What follows belongs to an exercise in optimizing a design on an open flow for small area; a production flow would make more cautious choices.
Function was checked by simulation only, so behaviour that the tests miss may differ from the original.
The flow treats the clock pin as an ideal source, which a real chip does not have.
No activity file was given, so power comes from the tool's default toggle rates.

// path
module path(clk, rst_n, data1_i, data2_i, valid1_i, valid2_i, data_o, req_o, gnt_i, stop1_o, stop2_o, valid_o);
==> flow/config.mk <==
export PLATFORM = sky130hd
export DESIGN_NAME = path
export DESIGN_NICKNAME = path
export VERILOG_FILES = /design/flow/design.v
export SDC_FILE = /design/flow/constraint.sdc
export NUM_CORES = 4
export LEC_CHECK = 0
export CAP_MARGIN = 20
export CORE_MARGIN = 2
export CORE_UTILIZATION = 65
export SLEW_MARGIN = 20
==> flow/constraint.sdc <==
create_clock -name core_clock -period 5.0 [get_ports {clk}]
set_input_delay 1.0000 -clock core_clock [delete_from_list [all_inputs] [get_ports {clk}]]
set_output_delay 1.0000 -clock core_clock [all_outputs]
set_load 0.01 [all_outputs]
standard.sh (not shown) runs the stock make flow with config.mk's settings and CLKGATE_MAP_FILE= SYNTH_SCRIPT=/design/flow/synth_recipe.tcl, a recipe that flattens the netlist after the stock synthesis.
==> flow/flow/run.sh <==
#!/bin/bash
# The standard ORFS layout (standard.sh), with changes to what it inserts:
#  - port buffers are the smallest buffer cell (buf_1) instead of clkdlybuf4s50_1;
#  - clock tree synthesis uses clkbuf_4 buffers and inserts no dummy loads;
#  - buffers that synthesis (ABC) inserted are removed at floorplan; the
#    resizer's repair_design puts back what slew and capacitance need.
# The full make output goes to standard.log in this folder; ORFS's per-step
# logs stay under orfs/logs/.
set -euo pipefail
export BUFFER_PORTS_ARGS="-buffer_cell sky130_fd_sc_hd__buf_1"
export CTS_ARGS="-sink_clustering_enable -repair_clock_nets -dont_use_dummy_load -buf_list sky130_fd_sc_hd__clkbuf_4"
export REMOVE_ABC_BUFFERS=1
bash standard.sh > standard.log 2>&1
The baseline completed without violations.
==> next run, changes <==
--- a/flow/config.mk
+++ b/flow/config.mk
@@ -8,4 +8,4 @@
 export CAP_MARGIN = 20
 export CORE_MARGIN = 2
-export CORE_UTILIZATION = 65
+export CORE_UTILIZATION = 40
 export SLEW_MARGIN = 20
=> Design area goes up slightly; global-route usage went down by 8.8 points; synthesized area does not change.
==> next run, changes <==
==> flow/flow/run.sh (replaced) <==
#!/bin/bash
# The standard ORFS layout (standard.sh), with changes to what it inserts and sizes:
#  - port buffers are the smallest buffer cell (buf_1) instead of clkdlybuf4s50_1;
#  - clock tree synthesis uses small clock buffers and inserts no dummy loads;
#  - buffers from synthesis are removed, and gates off the critical paths downsized.
# The full make output goes to standard.log in this folder; ORFS's per-step
# logs stay under orfs/logs/.
set -euo pipefail
export BUFFER_PORTS_ARGS="-buffer_cell sky130_fd_sc_hd__buf_1"
export CTS_ARGS="-sink_clustering_enable -repair_clock_nets -dont_use_dummy_load -buf_list sky130_fd_sc_hd__clkbuf_8 -sink_clustering_size 64 -sink_clustering_max_diameter 500"
export REMOVE_ABC_BUFFERS=1
export RECOVER_POWER=100
bash standard.sh > standard.log 2>&1
With this change the flow completed and failed the layout checks on capacitance limit, slew limit.
Via count is higher by 1.5%.
Core utilization came out higher by 0.83 points.
Wire length came out higher by 0.44%.
Total power went up by 5.7%.
Setup slack got worse by 0.58 ns.


== try-ember ==
The RTL this note starts from:
==> flow/design.v <==
`timescale 1ns/10ps
module dsel(s, m, d);
input [6:0] s;
input [6:0] m;
output d;
assign d = |(s & m);
endmodule
module vsel(up, down, hold, below, above, self, d);
input up, down, hold, below, above, self;
output d;
assign d = (up & below) | (down & above) | (hold & self);
endmodule
`timescale 1ns/10ps
module path(clk, rst_n, data1_i, data2_i, valid1_i, valid2_i, data_o, req_o, gnt_i, stop1_o, stop2_o, valid_o);
input clk;
input rst_n;
input [7:0] data1_i;
input [7:0] data2_i;
input valid1_i;
input valid2_i;
input gnt_i;
output req_o;
output stop1_o;
output stop2_o;
output reg [7:0] data_o;
output reg valid_o;
reg [2:0] j;         
reg [3:0] count;     
reg sel;             
reg [7:0] mem0, mem1, mem2, mem3, mem4;
wire n1 = j[0] & !j[1];
wire n2 = j[1] & !j[2];
wire n3 = j[2] & j[0];
wire n4 = j[1] & !j[0];
wire n5 = j[2] & !j[1];
wire nz      = j[0] | j[2];
wire full    = n5;
wire read    = nz && gnt_i;
wire blocked = full && !gnt_i;
wire vsel    = sel ? valid2_i : valid1_i;
wire accept  = vsel && !blocked;
wire bypass  = !nz && gnt_i && (valid1_i || valid2_i);
wire write   = accept && !bypass;
wire [7:0] din = sel ? data2_i : data1_i;
assign stop1_o = blocked || sel;
assign stop2_o = blocked || !sel;
assign req_o   = nz || bypass;
wire go = bypass || read;
wire [6:0] dsel_s = {read & n5, read & n4, read & n3, read & n2, read & n1,
                     bypass & accept, !go};
wire [7:0] data_d;
genvar b;
generate
	for (b = 0; b < 8; b = b + 1) begin : bit_
		dsel u_dsel (.s(dsel_s),
		             .m({mem4[b], mem3[b], mem2[b], mem1[b], mem0[b], din[b], data_o[b]}),
		             .d(data_d[b]));
	end
endgenerate
wire up = write & !read;
wire down = read & !write;
wire hold = !(up | down);
wire [2:0] j_up = {j[1:0], !j[2]};
wire [2:0] j_down = {!j[0], j[2:1]};
wire [2:0] j_d;
generate
	for (b = 0; b < 3; b = b + 1) begin : jbit_
		vsel u_vsel (.up(up), .down(down), .hold(hold), .below(j_up[b]),
		             .above(j_down[b]), .self(j[b]), .d(j_d[b]));
	end
endgenerate
wire a0 = accept & count[0];
always @(posedge clk) begin
	if (write) begin
		mem0 <= din;
		mem1 <= mem0;
		mem2 <= mem1;
		mem3 <= mem2;
		mem4 <= mem3;
	end
end
always @(posedge clk, negedge rst_n) begin
	if (!rst_n) begin
		j <= 3'd0;
		count <= 4'd0;
		sel <= 1'b0;
		data_o <= 8'd0;
		valid_o <= 1'b0;
	end else begin
		j <= j_d;
		count[0] <= count[0] ^ accept;
		count[1] <= count[1] ^ (a0 & !count[3]);
		count[2] <= count[2] ^ (a0 & count[1]);
		count[3] <= count[3] ^ (a0 & ((count[1] & count[2]) | count[3]));
		sel <= sel ^ (a0 & count[3]);
		valid_o <= go;
		data_o <= data_d;
	end
end
endmodule
export LEC_CHECK = 0
export CAP_MARGIN = 20
export CORE_MARGIN = 2
export CORE_UTILIZATION = 40
export GPL_TIMING_DRIVEN = 0
export SLEW_MARGIN = 20
export SYNTH_HIERARCHICAL = 1
create_clock -name core_clock -period 5.0 [get_ports {clk}]
==> flow/flow/run.sh <==
#!/bin/bash
# The standard ORFS layout (standard.sh), with changes to what it inserts:
#  - port buffers are the smallest buffer cell (buf_1) instead of clkdlybuf4s50_1;
#  - clock tree synthesis uses clkbuf_4 buffers and inserts no dummy loads;
#    after CTS, flow/shrink.tcl shrinks clock buffers that can be smaller
#    while every flip-flop clock pin stays well under the slew limit;
#  - buffers that synthesis (ABC) inserted are removed at floorplan; the
#    resizer's repair_design puts back what slew and capacitance need.
# The full make output goes to standard.log in this folder; ORFS's per-step
# logs stay under orfs/logs/.
set -euo pipefail
export BUFFER_PORTS_ARGS="-buffer_cell sky130_fd_sc_hd__buf_1"
export CTS_ARGS="-sink_clustering_enable -repair_clock_nets -dont_use_dummy_load -buf_list sky130_fd_sc_hd__clkbuf_4"
export REMOVE_ABC_BUFFERS=1
export POST_CTS_TCL="$PWD/flow/shrink.tcl"
export CLK_SHRINK_CELLS="sky130_fd_sc_hd__clkbuf_1 sky130_fd_sc_hd__clkbuf_2"
export CLK_SHRINK_SLEW_PS=105
bash standard.sh > standard.log 2>&1
Other scripts of this flow, unchanged in this note and not shown: flow/flow/shrink.tcl
Setup changes, try-ember to try-garnet
Settings: CORE_UTILIZATION: 40 -> 60; GPL_TIMING_DRIVEN: 0 -> unset.
==> flow/flow/run.sh <==
#!/bin/bash
# The standard ORFS layout (standard.sh), with changes to what it inserts:
#  - port buffers are the smallest buffer cell (buf_1) instead of clkdlybuf4s50_1;
#  - clock tree synthesis uses clkbuf_4 buffers and inserts no dummy loads;
#    after CTS, flow/shrink.tcl shrinks clock buffers that can be smaller
#    while every flip-flop clock pin stays well under the slew limit;
#  - buffers that synthesis (ABC) inserted are removed at floorplan; the
#    resizer's repair_design puts back what slew and capacitance need;
#  - before CTS, flow/recover.tcl downsizes gates with timing slack to spare
#    and repairs slew and capacitance again.
# The full make output goes to standard.log in this folder; ORFS's per-step
# logs stay under orfs/logs/.
set -euo pipefail
export BUFFER_PORTS_ARGS="-buffer_cell sky130_fd_sc_hd__buf_1"
export CTS_ARGS="-sink_clustering_enable -repair_clock_nets -dont_use_dummy_load -buf_list sky130_fd_sc_hd__clkbuf_4"
export REMOVE_ABC_BUFFERS=1
export PRE_CTS_TCL="$PWD/flow/recover.tcl"
export POST_CTS_TCL="$PWD/flow/shrink.tcl"
export CLK_SHRINK_CELLS="sky130_fd_sc_hd__clkbuf_1 sky130_fd_sc_hd__clkbuf_2"
export CLK_SHRINK_SLEW_PS=105
bash standard.sh > standard.log 2>&1
==> flow/flow/recover.tcl (new file) <==
# PRE_CTS hook: area recovery after placement. The resizer downsizes gates
# that have timing slack to spare (repair_timing -recover_power), then
# repair_design fixes any slew or capacitance this leaves over the usual margins,
# and detailed placement legalises the result.
set_dont_use $::env(DONT_USE_CELLS)
estimate_parasitics -placement
repair_timing -recover_power 100 -verbose
set rc_slew 20
set rc_cap 20
if {[info exists ::env(SLEW_MARGIN)] && $::env(SLEW_MARGIN) ne ""} { set rc_slew $::env(SLEW_MARGIN) }
if {[info exists ::env(CAP_MARGIN)] && $::env(CAP_MARGIN) ne ""} { set rc_cap $::env(CAP_MARGIN) }
repair_design -verbose -slew_margin $rc_slew -cap_margin $rc_cap
detailed_placement
estimate_parasitics -placement
Results
Every stage of the flow completed for try-garnet, and the final layout passed the timing, design-rule and antenna checks. Measured against each other, try-ember and try-garnet differ in worst vdd rail ir drop, the lower figure coming from try-ember. Changes observed in try-garnet relative to try-ember: sequential share of layout area saw an increase, leakage power figure saw a decrease, routing usage on met3 saw a decrease, net switching component of the power saw a decrease, die area saw a decrease. Core util | try-garnet vs try-ember | try-garnet higher.
For try-maple, these inputs were changed with respect to try-garnet:
Settings: CORE_UTILIZATION changed from 60 to 40.
==> notes.md <==
- Min maximum clock rate across try-garnet and try-maple: try-garnet
- try-maple vs. try-garnet: die boundary height up 21%, share of synthesized area occupied by flip-flops and latches flat, clock slew at the register clock pins of the worst setup and hold paths flat, HPWL after detailed placement up 150 microns.
Changes in try-amber relative to try-maple:
Settings: swapping 20 for 10 in CAP_MARGIN; swapping 20 for 10 in SLEW_MARGIN.
==> flow/flow/run.sh <==
#!/bin/bash
# The standard ORFS layout (standard.sh), with changes to what it inserts:
#  - port buffers are the smallest buffer cell (buf_1) instead of clkdlybuf4s50_1;
#  - clock tree synthesis uses clkbuf_4 buffers and inserts no dummy loads;
#    after CTS, flow/shrink.tcl shrinks clock buffers that can be smaller
#    while every flip-flop clock pin stays well under the slew limit;
#  - buffers that synthesis (ABC) inserted are removed at floorplan; the
#    resizer's repair_design puts back what slew and capacitance need.
# The full make output goes to standard.log in this folder; ORFS's per-step
# logs stay under orfs/logs/.
set -euo pipefail
export BUFFER_PORTS_ARGS="-buffer_cell sky130_fd_sc_hd__buf_1"
export CTS_ARGS="-sink_clustering_enable -repair_clock_nets -dont_use_dummy_load -buf_list sky130_fd_sc_hd__clkbuf_4"
export REMOVE_ABC_BUFFERS=1
export POST_CTS_TCL="$PWD/flow/shrink.tcl"
export CLK_SHRINK_CELLS="sky130_fd_sc_hd__clkbuf_1 sky130_fd_sc_hd__clkbuf_2"
export CLK_SHRINK_SLEW_PS=105
bash standard.sh > standard.log 2>&1
removed: flow/flow/recover.tcl
## What came out
The higher worst setup slack came out of try-amber. Final critical-path required period delta (try-amber − try-maple): favourable. On clock transition at the registers of the reported paths, try-maple and try-amber are neck and neck. Going from try-maple to try-amber, delay contributed by the slowest stage of the critical path shrinks by 260 ps. Any difference in wire length between try-maple and try-amber is small enough to ignore. Compared to try-maple, try-amber has power drawn by the combinational cells about 2% higher. try-amber ended with every stage complete and zero timing, DRC or antenna violations. try-maple: no failed stages, no open violations at the end. [try-amber] layout cell share with drive strength beyond 1 rose 2.7 points relative to try-maple. In try-amber the sequential share of layout area turned out 0.38 points lower than in try-maple. try-maple was routed with fewer vias than try-amber. Of try-maple and try-amber, the higher register-to-register setup slack belongs to try-amber.
#### Input delta (try-pepper over try-amber)
Settings: CAP_MARGIN changed from 10 to 5; SLEW_MARGIN changed from 10 to 5.
- ~same largest fanout on the critical path in try-pepper and try-amber
- Power came out exactly the same in try-pepper and try-amber.
- Between try-pepper and try-amber, the difference in number of failing setup endpoints in the final timing report is negligible.
- try-pepper and try-amber ended up with nearly the same total count of max-transition violations in the final report.
- Diff try-amber..try-pepper | count of clock buffers in the final design | unchanged
- Final standard cell area without fillers came out exactly the same in try-pepper and try-amber.
- Per the comparison of try-pepper with try-amber, number of cells on the critical path essentially unchanged; total of plain and repair buffers excluding clock buffers flat; number of nets in the finished design comparable.
- try-pepper -> try-amber: wire length of the first global-routing pass flat
- Aggregate negative setup slack: try-amber vs try-pepper identical

## afterwards: timing with drivers on the ports
The flow's constraints put no driver on any port. The routed layouts listed below were extracted and timed again, unchanged, in two steps. Step 1, drivers: a clkbuf_16 drives clk and a buf_2 each remaining input, both assumed. Step 2, shift: input delay + t, output delay - t, t = (earliest + latest rising clock arrival at the registers) / 2. This alone moves slack from input paths to output paths. Three values: no drivers, after step 1, after step 2; two values: the first two.
| run | t (ns) | setup WS [ns] | worst setup path at the end |
|---|---|---|---|
| the first run of note 1 | 0.409 | 2.141 / 2.141 / 1.759 | input to register |
| the second run of note 1 | 0.406 | 2.330 / 2.330 / 1.963 | input to register |
| the third run of note 1 | 0.347 | 1.755 / 1.755 / 1.418 | input to register |
| try-ember | 0.691 | 2.108 / 2.087 / 2.087 | input to output |
| try-garnet | 0.443 | 1.811 / 1.784 / 1.784 | input to output |
| try-maple | 0.622 | 1.875 / 1.855 / 1.801 | input to register |
| try-amber | 0.381 | 2.145 / 2.126 / 2.022 | input to register |
| try-pepper | 0.381 | 2.145 / 2.126 / 2.022 | input to register |
For the first run of note 1, which loses most, drivers alone change the setup slack by 0.000 ns; drivers and shift together by -0.382 ns.
